Background: an optimization exercise with open tools, aiming at small area and a short achievable clock period. Do not read the settings as production practice. Only simulation tests tie the RTL to the original design; equivalence was not proved.

== JK ==
## am_modem
module am_modem(
    input wire clk_pin,
    input wire reset_pin,
    input wire [15:0] carrier,
    input wire [15:0] tone_a,
    input wire [15:0] tone_b,
    output wire [31:0] am_mod,
    output wire [15:0] demod
);
Size: about 29000 sq um of cells after synthesis.
clock: 60.0 ns
lec_check: 0
abc_area: 1
cap_margin: 20
core_margin: 2
core_utilization: 80
cts_cluster_diameter: 150
cts_cluster_size: 24
slew_margin: 20
synth_hierarchical: 1
standard.sh (not shown) runs the stock make flow with config.mk's settings and CLKGATE_MAP_FILE= SYNTH_SCRIPT=/design/flow/synth_recipe.tcl, a recipe that flattens the netlist after the stock synthesis.
==> flow/flow/run.sh <==
#!/bin/bash
# Layout flow: the standard flow (standard.sh) with two changes:
#  - Yosys's generic synth skips its internal ABC pass (SYNTH_ARGS=-noabc), so the full-adder
#    extraction sees the adders as written; registers and their names are unchanged.
#  - ports are buffered with buf_2 cells instead of the default clkdlybuf4s50_1.
# The make output goes to standard.log; ORFS keeps each tool's log under orfs/logs/.
set -uo pipefail
bash standard.sh SYNTH_ARGS=-noabc "BUFFER_PORTS_ARGS=-buffer_cell sky130_fd_sc_hd__buf_2" finish > standard.log 2>&1
status=$?
tail -n 20 standard.log
exit $status
### JK -> MS
- CORE_UTILIZATION now 70, was 80
==> flow/flow/run.sh <==
#!/bin/bash
# Layout flow: the standard flow (standard.sh) with these changes:
#  - synthesis is synth_recipe.tcl with ORFS's synth.tcl replaced by a copy in which the final
#    ABC mapping of the top module uses flow/top.abc (ABC's area-recovering map without the
#    buffering and gate sizing steps; the layout's own repair sizes and buffers later); the
#    adder modules are mapped with the standard script. Registers and their names are unchanged.
#  - Yosys's generic synth skips its internal ABC pass (SYNTH_ARGS=-noabc), so the full-adder
#    extraction sees the adders as written.
#  - ports are buffered with buf_2 cells instead of the default clkdlybuf4s50_1.
# Each step's output goes to its own log here; ORFS keeps each tool's log under orfs/logs/.
set -uo pipefail
WORK="$(pwd)"
python3 - "$FLOW_HOME/scripts/synth.tcl" "$WORK/flow/top.abc" "$WORK/synth_mod.tcl" <<'PY' > prep.log 2>&1 || exit 1
import sys
src, abc, out = sys.argv[1:4]
s = open(src).read()
old = "  log_cmd abc {*}$abc_args\n"
assert s.count(old) == 1
new = ("  set top_args $abc_args\n"
       "  lset top_args [expr {[lsearch -exact $top_args -script] + 1}] " + abc + "\n"
       "  log_cmd abc {*}$top_args $::env(DESIGN_NAME)\n"
       "  log_cmd abc {*}$abc_args {*_add}\n")
open(out, "w").write(s.replace(old, new))
print("wrote", out)
PY
python3 - "$WORK/synth_recipe.tcl" "$WORK/synth_mod.tcl" "$WORK/synth_own.tcl" <<'PY' >> prep.log 2>&1 || exit 1
import sys
src, mod, out = sys.argv[1:4]
s = open(src).read()
old = "source $::env(SCRIPTS_DIR)/synth.tcl"
assert s.count(old) == 1
open(out, "w").write(s.replace(old, "source " + mod))
print("wrote", out)
PY
bash standard.sh SYNTH_ARGS=-noabc "BUFFER_PORTS_ARGS=-buffer_cell sky130_fd_sc_hd__buf_2" \
    "SYNTH_SCRIPT=$WORK/synth_own.tcl" finish > standard.log 2>&1
status=$?
tail -n 20 standard.log
exit $status
==> flow/flow/top.abc (new file) <==
strash
dch -f
map -B 0.9
topo
stime -c
- The lower met2 routing resource usage after global routing came out of MS.
- JK reports its top layer used by detailed routing as met5 while MS reports met4.
- Between JK and MS, least setup slack across all paths after layout decreased.
- What MS reported for routed wire length has to be multiplied by 1.11 to get the figure for JK.
- The multi-input gate share of the layout cell area of MS is lower than that of JK.
The inputs of AL differ from those of MS as listed below.
- clearing CTS_CLUSTER_DIAMETER, which used to be 150
- clearing CTS_CLUSTER_SIZE, which used to be 24
==> flow/flow/run.sh <==
#!/bin/bash
# Layout flow: the standard flow (standard.sh) with two changes:
#  - Yosys's generic synth skips its internal ABC pass (SYNTH_ARGS=-noabc), so the full-adder
#    extraction sees the adders as written; registers and their names are unchanged.
#  - ports are buffered with buf_2 cells instead of the default clkdlybuf4s50_1.
# The make output goes to standard.log; ORFS keeps each tool's log under orfs/logs/.
set -uo pipefail
bash standard.sh SYNTH_ARGS=-noabc "BUFFER_PORTS_ARGS=-buffer_cell sky130_fd_sc_hd__buf_2" finish > standard.log 2>&1
status=$?
tail -n 20 standard.log
exit $status
removed: flow/flow/top.abc
Notes after the runs:
- Of MS and AL, the lower synthesized cell count belongs to MS.
- Between MS and AL, maximum number of pins on one net before global-route repair is higher for MS, AL comes in under that.
- Lower half-perimeter wire length of the detailed placement result among MS and AL: MS
> inputs changed (AL -> TR)
- CTS_CLUSTER_SIZE: unset -> 24
- CTS_CLUSTER_DIAMETER: unset -> 150
--- outcome ---
From AL to TR the numbers moved as follows: clock insertion delay at the later pin of the skew report went down; final critical-path share of the clock period did not really move.
Number of antenna repair diodes: TR vs AL identical
AL → TR: length of routed wiring on met1 has decreased.

* * *

am_modem again, from the RTL that the note above started with.
## am_modem
module am_modem(
    input wire clk_pin,
    input wire reset_pin,
    input wire [15:0] carrier,
    input wire [15:0] tone_a,
    input wire [15:0] tone_b,
    output wire [31:0] am_mod,
    output wire [15:0] demod
);
wire [16:0] ab_a;
assign ab_a[0] = tone_a[0];
assign ab_a[1] = tone_a[1];
assign ab_a[2] = tone_a[2];
assign ab_a[3] = tone_a[3];
assign ab_a[4] = tone_a[4];
assign ab_a[5] = tone_a[5];
assign ab_a[6] = tone_a[6];
assign ab_a[7] = tone_a[7];
assign ab_a[8] = tone_a[8];
assign ab_a[9] = tone_a[9];
assign ab_a[10] = tone_a[10];
assign ab_a[11] = tone_a[11];
assign ab_a[12] = tone_a[12];
assign ab_a[13] = tone_a[13];
assign ab_a[14] = tone_a[14];
assign ab_a[15] = tone_a[15];
assign ab_a[16] = tone_a[15];
wire [16:0] ab_b;
assign ab_b[0] = tone_b[0];
assign ab_b[1] = tone_b[1];
assign ab_b[2] = tone_b[2];
assign ab_b[3] = tone_b[3];
assign ab_b[4] = tone_b[4];
assign ab_b[5] = tone_b[5];
assign ab_b[6] = tone_b[6];
assign ab_b[7] = tone_b[7];
assign ab_b[8] = tone_b[8];
  ...
export LEC_CHECK = 0
export ABC_AREA = 1
export CAP_MARGIN = 20
export CORE_MARGIN = 2
export CORE_UTILIZATION = 70
export CTS_CLUSTER_DIAMETER = 150
export CTS_CLUSTER_SIZE = 24
export SLEW_MARGIN = 20
export SYNTH_HIERARCHICAL = 1
create_clock -name core_clock -period 60.0 [get_ports {clk_pin}]
==> flow/flow/run.sh <==
#!/bin/bash
# Layout flow: the standard flow (standard.sh) with these changes:
#  - synthesis is synth_recipe.tcl with ORFS's synth.tcl replaced by a copy in which the final
#    ABC mapping of the top module uses flow/top.abc (ABC's area-recovering map without the
#    buffering and gate sizing steps; the layout's own repair sizes and buffers later); the
#    adder modules are mapped with the standard script. Registers and their names are unchanged.
#  - Yosys's generic synth skips its internal ABC pass (SYNTH_ARGS=-noabc), so the full-adder
#    extraction sees the adders as written.
#  - ports are buffered with buf_2 cells instead of the default clkdlybuf4s50_1.
# Each step's output goes to its own log here; ORFS keeps each tool's log under orfs/logs/.
set -uo pipefail
WORK="$(pwd)"
python3 - "$FLOW_HOME/scripts/synth.tcl" "$WORK/flow/top.abc" "$WORK/synth_mod.tcl" <<'PY' > prep.log 2>&1 || exit 1
import sys
src, abc, out = sys.argv[1:4]
s = open(src).read()
old = "  log_cmd abc {*}$abc_args\n"
assert s.count(old) == 1
new = ("  set top_args $abc_args\n"
       "  lset top_args [expr {[lsearch -exact $top_args -script] + 1}] " + abc + "\n"
       "  log_cmd abc {*}$top_args $::env(DESIGN_NAME)\n"
       "  log_cmd abc {*}$abc_args {*_add}\n")
open(out, "w").write(s.replace(old, new))
print("wrote", out)
PY
python3 - "$WORK/synth_recipe.tcl" "$WORK/synth_mod.tcl" "$WORK/synth_own.tcl" <<'PY' >> prep.log 2>&1 || exit 1
import sys
src, mod, out = sys.argv[1:4]
s = open(src).read()
old = "source $::env(SCRIPTS_DIR)/synth.tcl"
assert s.count(old) == 1
open(out, "w").write(s.replace(old, "source " + mod))
print("wrote", out)
PY
bash standard.sh SYNTH_ARGS=-noabc "BUFFER_PORTS_ARGS=-buffer_cell sky130_fd_sc_hd__buf_2" \
    "SYNTH_SCRIPT=$WORK/synth_own.tcl" finish > standard.log 2>&1
status=$?
tail -n 20 standard.log
exit $status
==> flow/flow/top.abc <==
strash
dc2
dch -f
map -B 0.9
topo
stime -c
Change:
==> flow/flow/run.sh (replaced) <==
#!/bin/bash
# Layout flow: the standard flow (standard.sh) with these changes:
#  - Yosys's generic synth skips its internal ABC pass (SYNTH_ARGS=-noabc), so the full-adder
#    extraction sees the adders as written; registers and their names are unchanged.
#  - the multiplier's input registers get a stronger drive of the same flip-flop: the Booth
#    digit registers (each drives half a row of partial products) 4x, the k registers 2x.
#  - ports are buffered with buf_2 cells instead of the default clkdlybuf4s50_1.
# Each make run's output goes to its own log here; ORFS keeps each tool's log under orfs/logs/.
set -uo pipefail
RES="$(pwd)/orfs/results/${FLOW_PLATFORM}/am_modem/base"
ARGS=(SYNTH_ARGS=-noabc "BUFFER_PORTS_ARGS=-buffer_cell sky130_fd_sc_hd__buf_2")
bash standard.sh "${ARGS[@]}" "$RES/1_2_yosys.v" > synth.log 2>&1 || { tail -n 20 synth.log; exit 1; }
sed -i -E -e 's/^( *)sky130_fd_sc_hd__dfxtp_1( +\\(bneg|bone|btwo)n?\[)/\1sky130_fd_sc_hd__dfxtp_4\2/' \
          -e 's/^( *)sky130_fd_sc_hd__dfxtp_1( +\\kn?_r\[)/\1sky130_fd_sc_hd__dfxtp_2\2/' "$RES/1_2_yosys.v"
grep -c "dfxtp_[24]" "$RES/1_2_yosys.v" > upsized.log
bash standard.sh "${ARGS[@]}" finish > standard.log 2>&1
status=$?
tail -n 20 standard.log
exit $status
removed: flow/flow/top.abc
Outcome:
- core utilization goes down by 1.4 points
- clock skew climbs by 13 ps
- design area rises by 5.6%
- register-to-register slack is better by 4900 ps
Change:
==> flow/flow/run.sh (replaced) <==
#!/bin/bash
# Layout flow: the standard flow (standard.sh) with these changes:
#  - synthesis is synth_recipe.tcl with ORFS's synth.tcl replaced by a copy in which the final
#    ABC mapping of the top module uses flow/top.abc (ABC's area-recovering map without the
#    buffering and gate sizing steps; the layout's own repair sizes and buffers later); the
#    adder modules are mapped with the standard script. Registers and their names are unchanged.
#  - Yosys's generic synth skips its internal ABC pass (SYNTH_ARGS=-noabc), so the full-adder
#    extraction sees the adders as written.
#  - ports are buffered with buf_2 cells instead of the default clkdlybuf4s50_1.
# Each step's output goes to its own log here; ORFS keeps each tool's log under orfs/logs/.
set -uo pipefail
WORK="$(pwd)"
python3 - "$FLOW_HOME/scripts/synth.tcl" "$WORK/flow/top.abc" "$WORK/synth_mod.tcl" <<'PY' > prep.log 2>&1 || exit 1
import sys
src, abc, out = sys.argv[1:4]
s = open(src).read()
old = "  log_cmd abc {*}$abc_args\n"
assert s.count(old) == 1
new = ("  set top_args $abc_args\n"
       "  lset top_args [expr {[lsearch -exact $top_args -script] + 1}] " + abc + "\n"
       "  log_cmd abc {*}$top_args $::env(DESIGN_NAME)\n"
       "  log_cmd abc {*}$abc_args {*_add}\n")
open(out, "w").write(s.replace(old, new))
print("wrote", out)
PY
python3 - "$WORK/synth_recipe.tcl" "$WORK/synth_mod.tcl" "$WORK/synth_own.tcl" <<'PY' >> prep.log 2>&1 || exit 1
import sys
src, mod, out = sys.argv[1:4]
s = open(src).read()
old = "source $::env(SCRIPTS_DIR)/synth.tcl"
assert s.count(old) == 1
open(out, "w").write(s.replace(old, "source " + mod))
print("wrote", out)
PY
bash standard.sh SYNTH_ARGS=-noabc "BUFFER_PORTS_ARGS=-buffer_cell sky130_fd_sc_hd__buf_2" \
    "SYNTH_SCRIPT=$WORK/synth_own.tcl" finish > standard.log 2>&1
status=$?
tail -n 20 standard.log
exit $status
==> flow/flow/top.abc (new file) <==
strash
dch
map -B 0.9
topo
stime -c
=>
- cell count is lower slightly
- global-route usage grows by 2.0 points
- routed wire length rises slightly
- first-iteration DRC count rose by a quarter to a third

## separate check: timing with driven ports
No port has a modelled driver above. Below, the same layouts with a new extraction and two added sets of constraints.
Step 1 (the two cells are an assumption about what drives the block):
set clk [get_ports {clk_pin}]
set_driving_cell -lib_cell sky130_fd_sc_hd__clkbuf_16 $clk
set_driving_cell -lib_cell sky130_fd_sc_hd__buf_2 [delete_from_list [all_inputs] $clk]
Step 2 also shifts input and output timing later by t, the mid clock arrival at the registers, as if the neighbouring blocks saw the same clock.
a / b / c = ideal ports / drivers / drivers and shift; a / b = the first two.
run	shift t [ns]	setup slack, ns	worst setup path at the end
JK	0.561	42.351 / 42.296 / 42.857	register to output
MS	0.561	42.172 / 42.114 / 42.675	register to output
AL	0.619	42.369 / 42.310 / 42.929	register to output
TR	0.556	42.406 / 42.350 / 42.906	register to output
the first run of note 2	0.548	40.978 / 40.978 / 40.978	register to register
the second run of note 2	0.566	42.497 / 42.439 / 43.004	register to output
the third run of note 2	0.569	42.257 / 42.197 / 42.765	register to output
After both steps every run listed still meets setup and hold.
